Context: an optimization exercise on an open-source flow, tuned for small area and a short achievable clock period. The choices shown serve that exercise and are no tape-out recipe.
Where RTL was checked, it was by simulation tests only, not by an equivalence proof against the original.
For run 1, only the layout was checked, not whether the RTL still works.

## flow/design.v (module list and top-level ports; edited modules follow where they fit)
// module convolution: 2604 lines
// module fa: 4 lines
module convolution (
    input clk,
    input rst,
    input signed [15:0] x_in,
    output signed [31:0] y_out,
    output signed [31:0] y_out_t
);
  // ...
==> flow/run.sh <==
#!/bin/bash
# synth_recipe.tcl (not shown) runs the flow's synth.tcl, then flattens the netlist and writes it again
# the make line also repeats each setting of config.mk as NAME=value (left out here)
make -C /OpenROAD-flow-scripts/flow DESIGN_CONFIG=/design/flow/config.mk WORK_HOME=/design/flow/orfs CLKGATE_MAP_FILE= SYNTH_SCRIPT=/design/flow/synth_recipe.tcl finish
==> flow/config.mk <==
export PLATFORM = sky130hd
export DESIGN_NAME = convolution
export DESIGN_NICKNAME = convolution
export VERILOG_FILES = /design/flow/design.v
export SDC_FILE = /design/flow/constraint.sdc
export NUM_CORES = 4
export LEC_CHECK = 0
export CAP_MARGIN = 20
export CORE_MARGIN = 2
export CORE_UTILIZATION = 40
export CTS_CLUSTER_DIAMETER = 80
export CTS_CLUSTER_SIZE = 28
export SLEW_MARGIN = 20
export SYNTH_HIERARCHICAL = 1
==> flow/constraint.sdc <==
create_clock -name core_clock -period 15.0 [get_ports {clk}]
set_input_delay 3.0000 -clock core_clock [delete_from_list [all_inputs] [get_ports {clk}]]
set_output_delay 3.0000 -clock core_clock [all_outputs]
set_load 0.01 [all_outputs]
==> results list, run 1 <==
- The run finished with no timing, DRC or antenna violations.
- Commonest cells after routing, fill and taps aside: fa_1 (909), dfrtp_1 (800), inv_1 (293), ha_1 (136), clkdlybuf4s50_1 (81)
* Upper clock frequency limit: approximately 170 MHz
* Setup Slack @ Placement: 8.17 ns
* Pins over their slew limit: 0
- Cell Count Post-Placement: 4159
- Routing usage on met2: 29.3%
- Relative area change from synthesis to final layout: 9.08%
* Max FO, Critical Path: 72
- The number of clock buffers added by TritonCTS is 41.
- Area of the core region: 111000 um^2
* Grt met3 use: a little over 2%
- Largest net degree at the start of global routing: 183
* Leading cell types by total area after synthesis: dfrtp_1 (45%), fa_1 (41%), ha_1 (3.8%), dfstp_2 (2.7%), inv_1 (2.5%)
* CTS tree: done
* Num tapcells: 1488
* Maximum Capacitance Violations: 0
* Launch point of the worst hold path: s12[13]
- In this run the count of I/O pins placed on the die edge is 82.
- Buffers on Ports: a little over 80
* Global-route layer with the greatest usage: met2
- Count of fill cells added during filler insertion: 9642
* Area leader, netlist: dfrtp_1
- Number of sequential cells: 847
* RSZ-0062 raised after global routing: false
* Crit path setup slack, layout: 9.04 ns
- End of the worst register-to-register path: v[23]
* Data required time of the critical path: 15.67 ns
- H-tree levels: 2
- Post-Synth XOR/XNOR Area: 1.05%
* Setup slack on the worst flop-to-flop path: slightly below 10 ns
* Post-synth cell types: 64
- The highest layer touched by signal routing is met4.
* Most common cell after layout, fill and taps aside: fa_1
* CP Class: input pin to async pin
- Sequential cells make up 43.4% of the cell area.
- Wire length on met2: around 50 mm
* Die height: about 340 um
==> run 2, diff against run 1 <==
--- a/flow/design.v
+++ b/flow/design.v
@@ -43,17 +43,17 @@
   reg [15:0] s35;
   reg [15:0] s36;
   reg [15:0] s37;
   reg [15:0] s38;
   reg [15:0] yt;
   reg [30:0] y;
   reg [24:0] v;
   reg [30:0] rs, rc;
-  reg ytn;    
+  reg ytc1, ytc2;    
   reg zr0_0;
   reg zr0_1;
   reg zr1_0;
   reg zr1_1;
   reg zr2_0;
   reg zr2_1;
   reg zr3_0;
   reg zr3_1;
@@ -134,17 +134,17 @@
   reg zv19_0;
   reg zv19_1;
   reg zv20_0;
   reg zv20_1;
   reg zv21_0;
   reg zv21_1;
   wire valid = ~&x_in;
   assign y_out = {y[30], y};
-  assign y_out_t = {{8{~ytn}}, {8{yt[15]}}, yt};
+  assign y_out_t = {{5{ytc2}}, {6{ytc1}}, {5{yt[15]}}, yt};
   wire n0 = ~s0[0];
   wire n1 = ~s0[1];
   wire n2 = ~s0[2];
   wire n3 = ~s0[0];
   wire n4 = ~s0[3];
   wire n5 = ~s0[1];
   wire n6 = ~s0[4];
   wire n7 = ~s0[2];
@@ -2367,17 +2367,18 @@
       s32 <= 16'd0;
       s33 <= 16'd0;
       s34 <= 16'd0;
       s35 <= 16'd0;
       s36 <= 16'd0;
       s37 <= 16'd0;
       s38 <= 16'd0;
       yt <= 16'd0;
-      ytn <= 1'b1;
+      ytc1 <= 1'b0;
+      ytc2 <= 1'b0;
       y <= 31'd0;
       rs <= 31'd0;
       rc <= 31'd0;
       v <= 25'd0;
       zr0_0 <= 1'b1;
       zr0_1 <= 1'b1;
       zr1_0 <= 1'b1;
       zr1_1 <= 1'b0;
@@ -2501,17 +2502,18 @@
       s32 <= s31;
       s33 <= s32;
       s34 <= s33;
       s35 <= s34;
       s36 <= s35;
       s37 <= s36;
       s38 <= s37;
       if (valid) yt <= s0;
-      if (valid) ytn <= ~s0[15];
+      ytc1 <= valid ? s0[15] : yt[15];
+      ytc2 <= valid ? s0[15] : ytc1;
       y <= y_next;
       v <= {v[23], n2187, n2184, n2183, n2177, n2166, n2165, n2146, n2134, n2122, n2110, n2098, n2086, n2074, n2062, n2050, n2038, n2026, n2014, n2002, n1999, n1989, n1975, n1967, n1961} + {n2188, n2186, n2185, n2178, n2172, n2171, n2156, n2155, n2145, n2133, n2121, n2109, n2097, n2085, n2073, n2061, n2049, n2037, n2025, n2013, n2001, n1987, n1977, n1969, n1963};
       rs <= {n1440, n1436, n1432, n1428, n1427, n1423, n1416, n1415, n1409, n1403, n1380, n1379, n1348, n1328, n1306, n1280, n1256, n1232, n1208, n1184, n1160, n1136, n1112, n1088, n1064, n1061, n1037, n1015, n995, n977, n965};
       rc <= {n1443, n1439, n1435, n1431, n1424, n1420, n1419, n1410, n1404, n1394, n1393, n1364, n1363, n1347, n1327, n1305, n1279, n1255, n1231, n1207, n1183, n1159, n1135, n1111, n1087, n1063, n1039, n1017, n997, n979, n963};
       zr0_0 <= n462;
       zr0_1 <= n502;
       zr1_0 <= n464;
       zr1_1 <= n508;
==> flow/flow/run.sh (new file) <==
#!/bin/bash
# Standard ORFS layout, with repair_timing asked to keep a larger setup margin
# than the clock period needs, so that it works on the paths that set the
# achieved period.  Constraints (constraint.sdc) are unchanged.
set -euo pipefail
export SETUP_SLACK_MARGIN=11.0
bash standard.sh finish > standard_finish.log 2>&1
==> flow/standard.sh (new file) <==
#!/bin/bash
# synth_recipe.tcl (not shown) runs the flow's synth.tcl, then flattens the netlist and writes it again
# the make line also repeats each setting of config.mk as NAME=value (left out here)
make -C /OpenROAD-flow-scripts/flow DESIGN_CONFIG=/design/flow/config.mk WORK_HOME=/design/flow/orfs CLKGATE_MAP_FILE= SYNTH_SCRIPT=/design/flow/synth_recipe.tcl "${@:-finish}"
removed: flow/run.sh
==> results list, run 2 <==
- The cell sitting at the root of the clock tree is a clkbuf_16.
- The clock arrives with approximately 0.04 ns of skew.
- Post-synthesis sequential area ratio: 47.4%
- The number of antenna violations at the first check in global routing is 1.
* Pins over their slew limit: 0 (unchanged)
- Synthesis handed over a netlist of between 2000 and 3000 instances.
- At the pin with the least slew margin, the transition time is between 0.5 and 0.6 ns.
* Number of buffers on the longest clock path: 3
- The worst path required time was 12.00 ns (-3.67 ns).
* Leading cell types by total area after synthesis: dfrtp_1 (45%), fa_1 (40%), ha_1 (3.8%), dfstp_2 (2.7%), inv_1 (2.4%)
- Data arrival time of the critical path: 1.35 ns
- The fmax is 230 MHz (+37%).
- The count of final hold-check violations is 0.
* Total Routed Length: 99.5 mm
- Avg Inst Size Synth: 17.2 um^2
* Via count of the first global-routing pass: 25102
- Gr ovfl total: 0
- Setup-violating endpoint count in the final report: 0
- Number of sinks on the clock net: ~850
- The initial utilization of the core area, before any placement, comes to 40.5%.
- Post-synth cell types: 64 (unchanged)
* Post-detailed-placement cell area: 47500 um^2
* Dominant cell by count in the synthesized netlist: fa_1
* # IOs: 82 (unchanged)
- The TritonCTS buffer count was 40 (-2.4%).
- Worst setup path startpoint: yt[15]
* Global placer's final weighted congestion: approximately 0.84
* Registers with the highest flip-flop counts: rc: 31 flops, rs: 31 flops, y: 31 flops
- The placeable core region was 111000 um^2 (unchanged).
- Global routing consumed, over all layers together, 18.4% of the routing resources.
* Top cell types by occurrence after synthesis: fa_1 (909), dfrtp_1 (802), inv_1 (293), ha_1 (136), nand2_1 (60)
- Count of fill cells added during filler insertion: 9534 (-1.1%)
- Startpoint types: flop
- Proportion of netlist area held by the largest area contributor: ~45%
* Number of detailed-route iterations in the first pass: 5
- Number of storage elements in the synthesis netlist: 848
- In this run, synthesis inferred 0 flip-flops with an integrated enable.
* ANT nets after route: 0
- Clk slew on worst S/H paths: 0.10 ns
- Clock latency at the later pin of the worst-skew pair: approximately 0.64 ns
- Global-route wire length before repair: between 150 and 200 mm
- Compared with the post-synthesis result, the final layout area differs by 14.6%.
- Synth async-reset ratio: 100%
* Number of vias after detailed routing: 20696
* Min-Delay Path Class: flop to flop
- After detailed routing, the number of remaining DRC violations is 0.
- Summing all flip-flop and latch instances after layout gives 21300 um^2.
* CP Class: flop to primary output
- The worst register-to-register path begins at s0[1].
- Crit end category: primary output
* Ant. Diodes: 0
* Total Nets Final: between 3000 and 4000
* Result of the run: no timing/DRC/antenna violations
- Row count: 122
- The die covers 115000 um^2.
- In this run, the number of DRC markers left after iteration 0 of detailed routing was 1062.
- In the routed layout, each cell is associated on average with a via count of 4.72.
* Final Cycle Share: 29.0%
- Leaving out fill and tap cells, the most frequent cells in the layout are fa_1 (806), dfrtp_1 (783), inv_1 (285), buf_4 (114), ha_1 (106).
* Die height: 339 um (about the same)
- In this run, post-CTS hold repair placed 0 buffers.
* Detailed Place HPWL: 76.6 mm
- The library cell used most frequently in the layout, excluding fill and tap cells, is fa_1.
- H-tree levels: 2 (unchanged)
* Largest net degree at the start of global routing: 92 (-50%)
- Number of nets produced by synthesis: about 3700
* Non-Filler Cell Area, Final: roughly 51000 um^2
- Die width: 339 um
* Buffers on Ports: 81 (unchanged)
- Top flip-flop cell by instance count after synthesis: dfrtp_1
* Time the worst path needs with I/O delays and setup: 4.35 ns
* Detailed-route wire length per cell: 22.7 um
- Cells with a size suffix above 1 make up 19.8% of the layout.
- Measured against its own limit, the worst slew margin works out to 63.7%.
- Summed instance area of the synthesized netlist: 44900 um^2
- Launch point of the worst hold path: s29[10]
- Area of the multi-input gates: 23400 um^2
- Max FO, Critical Path: 5 (-93%)
- After routing, the total negative slack on setup checks comes to 0 ns.
* CTS tree: done
* Synthesis Warnings: 7
* RSZ-0062 raised after global routing: true
- Area leader, netlist: dfrtp_1
* Maximum Capacitance Violations: 0 (unchanged)
[run 2: cells by family after synthesis]
family	synth area share [%]
xor gates and xnor gates	1.05
buffers and inverters	2.94
DFF	47.4
AOI/OAI and AO/OA	2.75
muxes	0.0223
and+or+nand+nor	1.60
adders and majority gates	44.3
[run 2: Yosys stat by module (local to each module, per instance)]
| module | cells inside | copies in the design | flip-flops and latches | cell area, um^2 |
|---|---|---|---|---|
| convolution | 1704 | 1 | 848 | 26800 |
| fa | 1 | 907 | 0 | 20.0 |
[run 2: stage by stage]
step                cells  worst slack, ns  util [%]  hold slack (ns)
global placement     4153             8.65      42.8            0.332
detailed placement   4153             8.55      42.8            0.335
global route         4388            10.61      46.4            0.359
CTS                  4332            10.61      45.6            0.352
floorplan            2611            0.385         -            0.331
finish               4388            10.65      46.4            0.352
[run 2: final cells by class]
type | count | area share (%)
inverter | 293 | 2.19
clock buffer | 58 | 2.20
tap | 1488 | 3.62
clock inverter | 15 | 0.352
sequential | 848 | 41.4
timing repair buffer | 252 | 4.76
multi-input combinational | 1434 | 45.5
[run 2: routing by layer]
metal	up-vias	GRT usage (%)	share of wire, %	wire, um
met5	-	0	0	0
met4	0	4.19	2.3	2270
met3	116	2.18	2.7	2700
met2	293	30.6	52	51600
met1	11719	26.2	43	42900
li1	8568	-	-	-
[run 2: final timing paths]
path | end | depth (start not counted) | slack [ns]
setup / recovery | y_out_t[17] | 2 | 10.65
hold / removal | s30[10] | 0 | 0.35
setup reg to reg | rc[7] | 9 | 10.78
hold reg to reg | s30[10] | 0 | 0.35
max in group asynchronous | zv12_0 | 4 | 11.09
min in group asynchronous | rc[10] | 3 | 2.94
[run 2: worst max-delay path: stages, from the launching register on]
cell     delay [ns]
dfrtp_2        0.46
buf_6          0.14
buf_6          0.11
[run 2: repair_timing]
action                                  in CTS  in global routing
endpoints found under the setup margin     802                203
pin swaps                                   74                 88
cloned                                       7                  0
buffers inserted                            99                 56
gates resized for setup                    529                106
==> run 3, diff against run 2 <==
--- a/flow/flow/run.sh
+++ b/flow/flow/run.sh
@@ -4,4 +4,4 @@
 # achieved period.  Constraints (constraint.sdc) are unchanged.
 set -euo pipefail
-export SETUP_SLACK_MARGIN=11.0
+export SETUP_SLACK_MARGIN=10.8
 bash standard.sh finish > standard_finish.log 2>&1
==> results list, run 3 <==
* Most common cell after layout, fill and taps aside: fa_1
- In this design, the critical path's most frequently occurring cell is buf_6.
* GRT Total Usage: 18.1% (-0.26 points)
* Count of unresolved DRC violations after routing: 0 (unchanged)
- The total standard cell area after synthesis was 44900 um^2 (unchanged).
* Post-synthesis sequential area ratio: 47.4% (unchanged)
* CP cell instances: buf_6 > buf_6
* First DRT Iteration DRCs: 1038 (-2.3%)
- Crit end category: primary output
* Depth of the worst register-to-register path: 9 (unchanged)
- Slew of the pin with the lowest slew margin: 0.681 ns (+0.137 ns)
* Final Cycle Share: 28.8% (-0.25 points)
- Total Routed Length: 97.5 mm (-1.9%)
- Pins over their slew limit: 0 (unchanged)
- Count of fill cells added during filler insertion: 9618 (+0.88%)
* Count of hold-fix buffers inserted at cts: 0 (unchanged)
- Upper clock frequency limit: 232 MHz (+0.88%)
- Buffers on Ports: 81 (unchanged)
- The post-synth net total is 3674 (unchanged).
* Setup slack on the worst flop-to-flop path: 10.78 ns (about the same)
* Detailed Place HPWL: 77.5 mm (+1.1%)
* Worst hold stages: 0 (unchanged)
- RSZ-0062 raised after global routing: true
- Cts bufs inserted: 42 (+5.0%)
- The most used flip-flop cell after synthesis is dfrtp_1.
- Worst path max stage delay: 0.44 ns (-0.02 ns)
- In this run the worst hold path is classified as flop to flop.
* Die height: 339 um (unchanged)
- Share of post-route cells with drive strength above 1: 14.1% (-5.7 points)
- The x dimension of the die was 339 um (unchanged).
- In the synthesized netlist, the cells that appear most often are fa_1 (909), dfrtp_1 (802), inv_1 (293), ha_1 (136), nand2_1 (60).
* Post-synth cell types: 64 (unchanged)
- In this run the most critical hold path is launched from s12[4].
* Die outline area: 115000 um^2 (unchanged)
* Clk root buf: clkbuf_16
- The average wire per cell in the routed design was 22.5 um (-0.65%).
* # IOs: 82 (unchanged)
* Row count: 122 (unchanged)
* Largest net degree at the start of global routing: 96 (+4.3%)
- Fin Clk Skew: 0.0306 ns (-0.00970 ns)
- The buffer levels on the longest clock path is 3 (unchanged).
- Post-synthesis instance total: 2611 (unchanged)
- Data required time of the critical path: 12.00 ns (about the same)
- The count of final hold-check violations was 0 (unchanged).
- The data arrival time of the critical path came to 1.31 ns (-0.04 ns).
- The number of warnings reported in the yosys synthesis log is 7 (unchanged).
* Beginning of the worst register-to-register path: s0[1]
- ANT nets after route: 0 (unchanged)
- The placeable core region was 111000 um^2 (unchanged).
- The via density per instance was 4.69 (-0.50%).
- Relative area change from synthesis to final layout: 12.2%
* Total Nets Final: 3873 (-1.5%)
- The final period demand of the worst path came to 4.31 ns (-0.0379 ns).
- The top cell types in the final layout, fill and taps aside, are fa_1 (885), dfrtp_1 (786), inv_1 (290), ha_1 (115), buf_4 (79).
- The number of antenna repair diodes was 0 (unchanged).
- The number of flops mapped to enable cells by yosys was 0 (unchanged).
* Avg Inst Size Synth: 17.2 um^2 (unchanged)
* Via count of the first global-routing pass: 24681 (-1.7%)
- Startpoint types: flop
- The kind of cell with the highest combined delay along the critical path is flip-flops.
- The number of antenna violations at the first check in global routing came to 1 (unchanged).
- The share of Yosys cell area claimed by the top area cell type was 44.7% (unchanged).
- Worst setup path startpoint: yt[15]
- Worst hold endpoint: s13[4]
- Area leader, netlist: dfrtp_1
- The H-tree level count is 2 (unchanged).
* Global placer's final weighted congestion: 0.850 (+1.3%)
- The count of final setup violators was 0 (unchanged).
* Number of storage elements in the synthesis netlist: 848 (unchanged)
- Clock latency at the later pin of the worst-skew pair: 0.64 ns (about the same)
- Max FO, Critical Path: 3 (-2)
- Effective utilization at floorplan: 40.5% (unchanged)
* Crit-path slowest cell: dfrtp_2
* CP Class: flop to primary output
- The setup total negative slack came to 0 ns (unchanged).
- The aggregate global routing overflow came to 0 (unchanged).
- End of the worst register-to-register path: rc[7]
- The clock transition at the registers of the reported paths was 0.11 ns (about the same).
* Registers with the highest flip-flop counts: rc: 31 flops, rs: 31 flops, y: 31 flops
- Setup Slack @ Placement: 8.54 ns (-0.0149 ns)
- Global-route wire length before repair: 156 mm (-1.7%)
- The max-slew headroom at the worst pin was 54.3% (-9.4 points).
- CP bufs+invs: 2 (unchanged)
* Number of sinks on the clock net: 848 (unchanged)
* Dominant cell by count in the synthesized netlist: fa_1
- CTS tree: done
* Synth async-reset ratio: 100% (unchanged)
- The via total after detailed routing was 20325 (-1.8%).
- The run finished with no timing, DRC or antenna violations.
* Number of detailed-route iterations in the first pass: 6 (+1)
- Maximum Capacitance Violations: 0 (unchanged)
* Crit path setup slack, layout: 10.69 ns (+0.0379 ns)
- By area the synthesized netlist is led by dfrtp_1 (45%), fa_1 (40%), ha_1 (3.8%), dfstp_2 (2.7%), inv_1 (2.4%).
[run 3: cell types whose count changed in the layout (fill, tap and decap cells not counted), moves of 9 or more]
| cell | change |
|---|---|
| fa_1 | +79 |
| fa_2 | -79 |
| ha_1 | +9 |
| ha_4 | -12 |
| buf_6 | -23 |
| buf_4 | -35 |
[run 3: worst max-delay path by stage]
stage / to / slack, ns / depth (start not counted)
3_3_place_gp: s13[0] / 8.68 / 5
3_5_place_dp: s11[0] / 8.54 / 5
5_1_grt: y_out_t[15] / 10.63 / 2
6_report: y_out_t[15] / 10.69 / 2
2_1_floorplan: rc[0] / 0.39 / 1
4_1_cts: y_out_t[17] / 10.66 / 2
[run 3: cell families after synthesis]
logic type / after synthesis / share of synthesized area [%]
fa+ha+maj: 1045 / 44.3
simple gates: 148 / 1.60
xor+xnor: 54 / 1.05
buf+inv: 329 / 2.94
compound gates: 186 / 2.75
mux: 1 / 0.0223
flops: 848 / 47.4
[run 3: area by class of cell]
| cell class | instances | area, um^2 | area share [%] |
|---|---|---|---|
| inverters | 293 | 1110 | 2.20 |
| multi-input cells | 1434 | 22900 | 45.4 |
| clock inverters | 20 | 274 | 0.544 |
| repair buffers | 191 | 1820 | 3.60 |
| clock buffers | 57 | 1140 | 2.26 |
| flip-flops and latches | 848 | 21300 | 42.3 |
| well taps | 1488 | 1860 | 3.69 |
[run 3: repair_timing]
| item | CTS | global route |
|---|---|---|
| endpoints found under the setup margin | 823 | 97 |
| setup buffers | 67 | 26 |
| gates resized for setup | 389 | 82 |
| gates cloned | 4 | 0 |
| pin swaps | 7 | 38 |
[run 3: metal layers]
| metal | vias up | share of wire, % | global-route usage (%) | wire (um) |
|---|---|---|---|---|
| met5 | - | 0 | 0 | 0 |
| met4 | 0 | 1.8 | 3.44 | 1760 |
| met3 | 90 | 3.6 | 2.67 | 3480 |
| met2 | 287 | 51 | 30.0 | 50100 |
| met1 | 11479 | 43 | 25.9 | 42200 |
| li1 | 8469 | - | - | - |
[run 3: per-module statistics from Yosys, one instance, submodules excluded]
module       cell area (um^2)  cells inside  flip-flops and latches  times used
convolution             26800          1704                     848           1
fa                       20.0             1                       0         907
[run 3: metrics by stage]
| stage | cells | utilization (%) | hold WS, ns | instance area [um^2] |
|---|---|---|---|---|
| global placement | 4156 | 42.8 | 0.331 | 47500 |
| floorplan | 2611 | - | 0.331 | 44900 |
| CTS | 4304 | 44.9 | 0.332 | 49800 |
| detailed placement | 4156 | 42.8 | 0.335 | 47500 |
| global route | 4331 | 45.4 | 0.351 | 50400 |
| finish | 4331 | 45.4 | 0.340 | 50400 |
[run 3: worst register-to-register path: stages (launching register included)]
cell and delay [ns]:
dfrtp_4 0.51, buf_6 0.15, buf_6 0.15, fa_1 0.52, fa_1 0.44, fa_2 0.55, fa_2 0.45, fa_2 0.39
fa_2 0.54, fa_1 0.41
==> run 4, diff against run 3 <==
--- a/flow/config.mk
+++ b/flow/config.mk
@@ -9,6 +9,6 @@
 export CORE_MARGIN = 2
 export CORE_UTILIZATION = 40
-export CTS_CLUSTER_DIAMETER = 80
-export CTS_CLUSTER_SIZE = 28
+export CTS_CLUSTER_DIAMETER = 60
+export CTS_CLUSTER_SIZE = 40
 export SLEW_MARGIN = 20
 export SYNTH_HIERARCHICAL = 1
==> results list, run 4 <==
- The flow ran to the end and the layout has no timing, DRC or antenna violations.
- The number of flops mapped to enable cells by yosys is 0 (unchanged).
* Time the worst path needs with I/O delays and setup: 4.31 ns (-0.000100 ns)
* Crit end category: primary output
- Startpoint types: flop
- Walking the worst path, the cells encountered are buf_6 > buf_6.
- The die area came to 115000 um^2 (unchanged).
* Post-synthesis instance total: 2611 (unchanged)
- The wire length of the first global-routing pass was 157 mm (+0.61%).
- Among all flip-flop cells after synthesis, the most frequent one is dfrtp_1.
- Largest delay share family, worst path: flip-flops
* Ant. Diodes: 0 (unchanged)
- The row count was 122 (unchanged).
- Area leader, netlist: dfrtp_1
- CP bufs+invs: 2 (unchanged)
- First DRT Iteration DRCs: 1144 (+10%)
* Post-synthesis sequential area ratio: 47.4% (unchanged)
- The average wire per cell in the routed design came to 22.5 um (about the same).
* Synth async-reset ratio: 100% (unchanged)
* Buffers on Ports: 81 (unchanged)
- Area of the multi-input gates: 22900 um^2 (+0.16%)
* RSZ-0062 raised after global routing: true
- Number of vias after detailed routing: 20463 (+0.68%)
- Most common cell after layout, fill and taps aside: fa_1
* Count of hold-fix buffers inserted at cts: 0 (unchanged)
* Number of sinks on the clock net: 848 (unchanged)
* Number of buffers on the longest clock path: 3 (unchanged)
- Data arrival time of the critical path: 1.31 ns (about the same)
- Worst setup path startpoint: yt[15]
- The max-slew violation total from the final report was 0 (unchanged).
- The worst register-to-register path begins at s0[1].
* Largest net degree at the start of global routing: 96 (unchanged)
- Total Nets Final: 3896 (+0.59%)
* Number of nets produced by synthesis: 3674 (unchanged)
* Count of unresolved DRC violations after routing: 0 (unchanged)
- Via count of the first global-routing pass: 24960 (+1.1%)
* Post-synth cell types: 64 (unchanged)
- Area of the core region: 111000 um^2 (unchanged)
- The clock insertion delay at the later pin of the skew report is 0.67 ns (+0.03 ns).
* Global placer's final weighted congestion: 0.850 (unchanged)
- The delay contributed by the slowest stage of the critical path came to 0.43 ns (about the same).
- The clock transition at the registers of the reported paths is 0.11 ns (about the same).
- The final critical-path setup slack was 10.69 ns (+0.000100 ns).
- The TritonCTS buffer count was 54 (+29%).
* Proportion of netlist area held by the largest area contributor: 44.7% (unchanged)
* Data required time of the critical path: 12.00 ns (about the same)
* Setup Slack @ Placement: 8.54 ns (unchanged)
- Upper clock frequency limit: 232 MHz (about the same)
- The register cell area after layout was 21300 um^2 (unchanged).
* Total Routed Length: 98.3 mm (+0.80%)
* Non-Filler Instances: 4366 (+0.81%)
* Slew of the pin with the lowest slew margin: 0.697 ns (+0.0152 ns)
* Top cell types by occurrence after synthesis: fa_1 (909), dfrtp_1 (802), inv_1 (293), ha_1 (136), nand2_1 (60)
- Min-Delay Path Class: flop to flop
- The proportion of layout cells with a drive suffix above 1 was 15.5% (+1.4 points).
* Dominant cell by count in the synthesized netlist: fa_1
* Max FO, Critical Path: 4 (+1)
- Leading cell types by total area after synthesis: dfrtp_1 (45%), fa_1 (40%), ha_1 (3.8%), dfstp_2 (2.7%), inv_1 (2.4%)
* Count of fill cells added during filler insertion: 9526 (-0.96%)
- The count of final hold-check violations came to 0 (unchanged).
* Setup-violating endpoint count in the final report: 0 (unchanged)
* Summed instance area of the synthesized netlist: 44900 um^2 (unchanged)
- The die height is 339 um (unchanged).
- Vias per std cell: 4.69 (-0.13%)
* Maximum Capacitance Violations: 0 (unchanged)
- The setup total negative slack is 0 ns (unchanged).
- Cell Count Post-Placement: 4156 (unchanged)
- The placement-stage cell area came to 47500 um^2 (unchanged).
- The post-detailed-placement half-perimeter wirelength is 77.5 mm (unchanged).
- CTS tree: done
- Synthesis Warnings: 7 (unchanged)
- Commonest cells after routing, fill and taps aside: fa_1 (886), dfrtp_1 (786), inv_1 (290), ha_1 (117), buf_4 (93)
- Relative max-transition margin: 53.3% (-1.0 points)
* Fin Clk Skew: 0.0381 ns (+0.00746 ns)
- Number of detailed-route iterations in the first pass: 4 (-2)
- The share of the clock period used by the worst path after layout was 28.8% (about the same).
- Clk root buf: clkbuf_16
* CP Class: flop to primary output
- Die width: 339 um (unchanged)
- The H-tree level count was 2 (unchanged).
- Gr ovfl total: 0 (unchanged)
* # IOs: 82 (unchanged)
* Relative area change from synthesis to final layout: 13.9%
* GRT Total Usage: 18.3% (+0.12 points)
* Most common cell on crit path: buf_6
- Non-Filler Cell Area, Final: 51200 um^2 (+1.5%)
- The initial standard-cell utilization of the core was 40.5% (unchanged).
- Launch point of the worst hold path: s35[15]
- The number of antenna violations at the first check in global routing came to 1 (unchanged).
- Number of storage elements in the synthesis netlist: 848 (unchanged)
- The utilization after layout was 46.1% (+0.70 points).
- The number of nets still failing antenna checks after routing is 0 (unchanged).
* Registers with the highest flip-flop counts: rc: 31 flops, rs: 31 flops, y: 31 flops
- Crit-path slowest cell: dfrtp_2
- Avg Inst Size Synth: 17.2 um^2 (unchanged)
[run 4: cell counts after synthesis]
Identical to the previous run, type by type.
[run 4: repair_timing]
action,4_1_cts,5_1_grt
cloned,5,0
setup buffers,65,38
setup endpoints to repair,823,407
gates resized for setup,386,88
pin swaps,8,39
[run 4: final cells by class]
class | instances | area share (%)
repair buffers | 202 | 3.74
clock buffers | 55 | 2.69
multi-input cells | 1434 | 44.8
inverters | 293 | 2.17
flip-flops and latches | 848 | 41.7
clock inverters | 46 | 1.32
well taps | 1488 | 3.64
[run 4: cell families (layout without fill, tap and decap cells)]
kind of cell | count (synthesis) | in the layout | share of synthesized area [%]
compound gates | 186 | 186 | 2.75
xor+xnor | 54 | 54 | 1.05
fa+ha+maj | 1045 | 1045 | 44.3
buf+inv | 329 | 596 | 2.94
flops | 848 | 848 | 47.4
mux | 1 | 1 | 0.0223
simple gates | 148 | 148 | 1.60
[run 4: routing by layer]
layer | vias up | track usage, % | share of wire (%)
met3 | 113 | 2.86 | 3.5
met5 | - | 0 | 0
met1 | 11514 | 25.7 | 43
met4 | 0 | 4.30 | 2.4
met2 | 294 | 30.1 | 51
li1 | 8542 | - | -
[run 4: modules after synthesis, one instance, submodules excluded]
module | times used | cell area, um^2 | cells | flops+latches
convolution | 1 | 26800 | 1704 | 848
fa | 907 | 20.0 | 1 | 0
[run 4: stage by stage]
step	hold slack, ns
after floorplan	0.331
after global placement	0.331
after global routing	0.350
final	0.343
after detailed placement	0.335
after CTS	0.349
[run 4: path summary, 6_finish.rpt]
path,to,slack (ns),cells past startpoint
min in group asynchronous,yt[4],2.59,2
max,y_out_t[17],10.69,2
max reg2reg,rc[7],10.74,9
max in group asynchronous,s25[14],11.03,5
min,s36[15],0.34,0
min reg2reg,s36[15],0.34,0
[run 4: worst register-to-register path: stages (launching register included)]
cell and delay, ns:
dfrtp_4 0.49, buf_6 0.15, buf_8 0.15, fa_1 0.58
fa_1 0.45, fa_2 0.56, fa_2 0.44, fa_2 0.37
fa_2 0.54, fa_1 0.41

## port drivers added, routing unchanged
How much do the figures lean on ideal ports? The routed layouts below were timed once more, with nothing changed but the port constraints. Step 1: set_driving_cell puts a clkbuf_16 on clk and a buf_2 on each other input, an assumption about the parent block. Step 2, shift: input delay + t, output delay - t, t = (earliest + latest rising clock arrival at the registers) / 2. This alone moves slack from input paths to output paths. a / b / c = ideal ports / drivers / drivers and shift; a / b = the first two.
run	shift t [ns]	setup slack, ns	hold slack, ns	latest minus earliest clock arrival (ns)
run 1	0.695	9.044 / 9.072 / 8.377	0.351 / 0.351 / 0.351	0.032 / 0.032
run 2	0.682	10.649 / 10.584 / 10.438	0.352 / 0.352 / 0.352	0.044 / 0.044
run 3	0.690	10.687 / 10.621 / 10.347	0.340 / 0.340 / 0.340	0.035 / 0.034
run 4	0.716	10.687 / 10.621 / 10.314	0.343 / 0.343 / 0.343	0.041 / 0.041
After both steps every run listed still meets setup and hold. The setup slack of run 1, which loses most, moves by +0.028 ns with the drivers and by -0.667 ns with both steps. The worst setup slack also covers recovery checks on asynchronous resets.
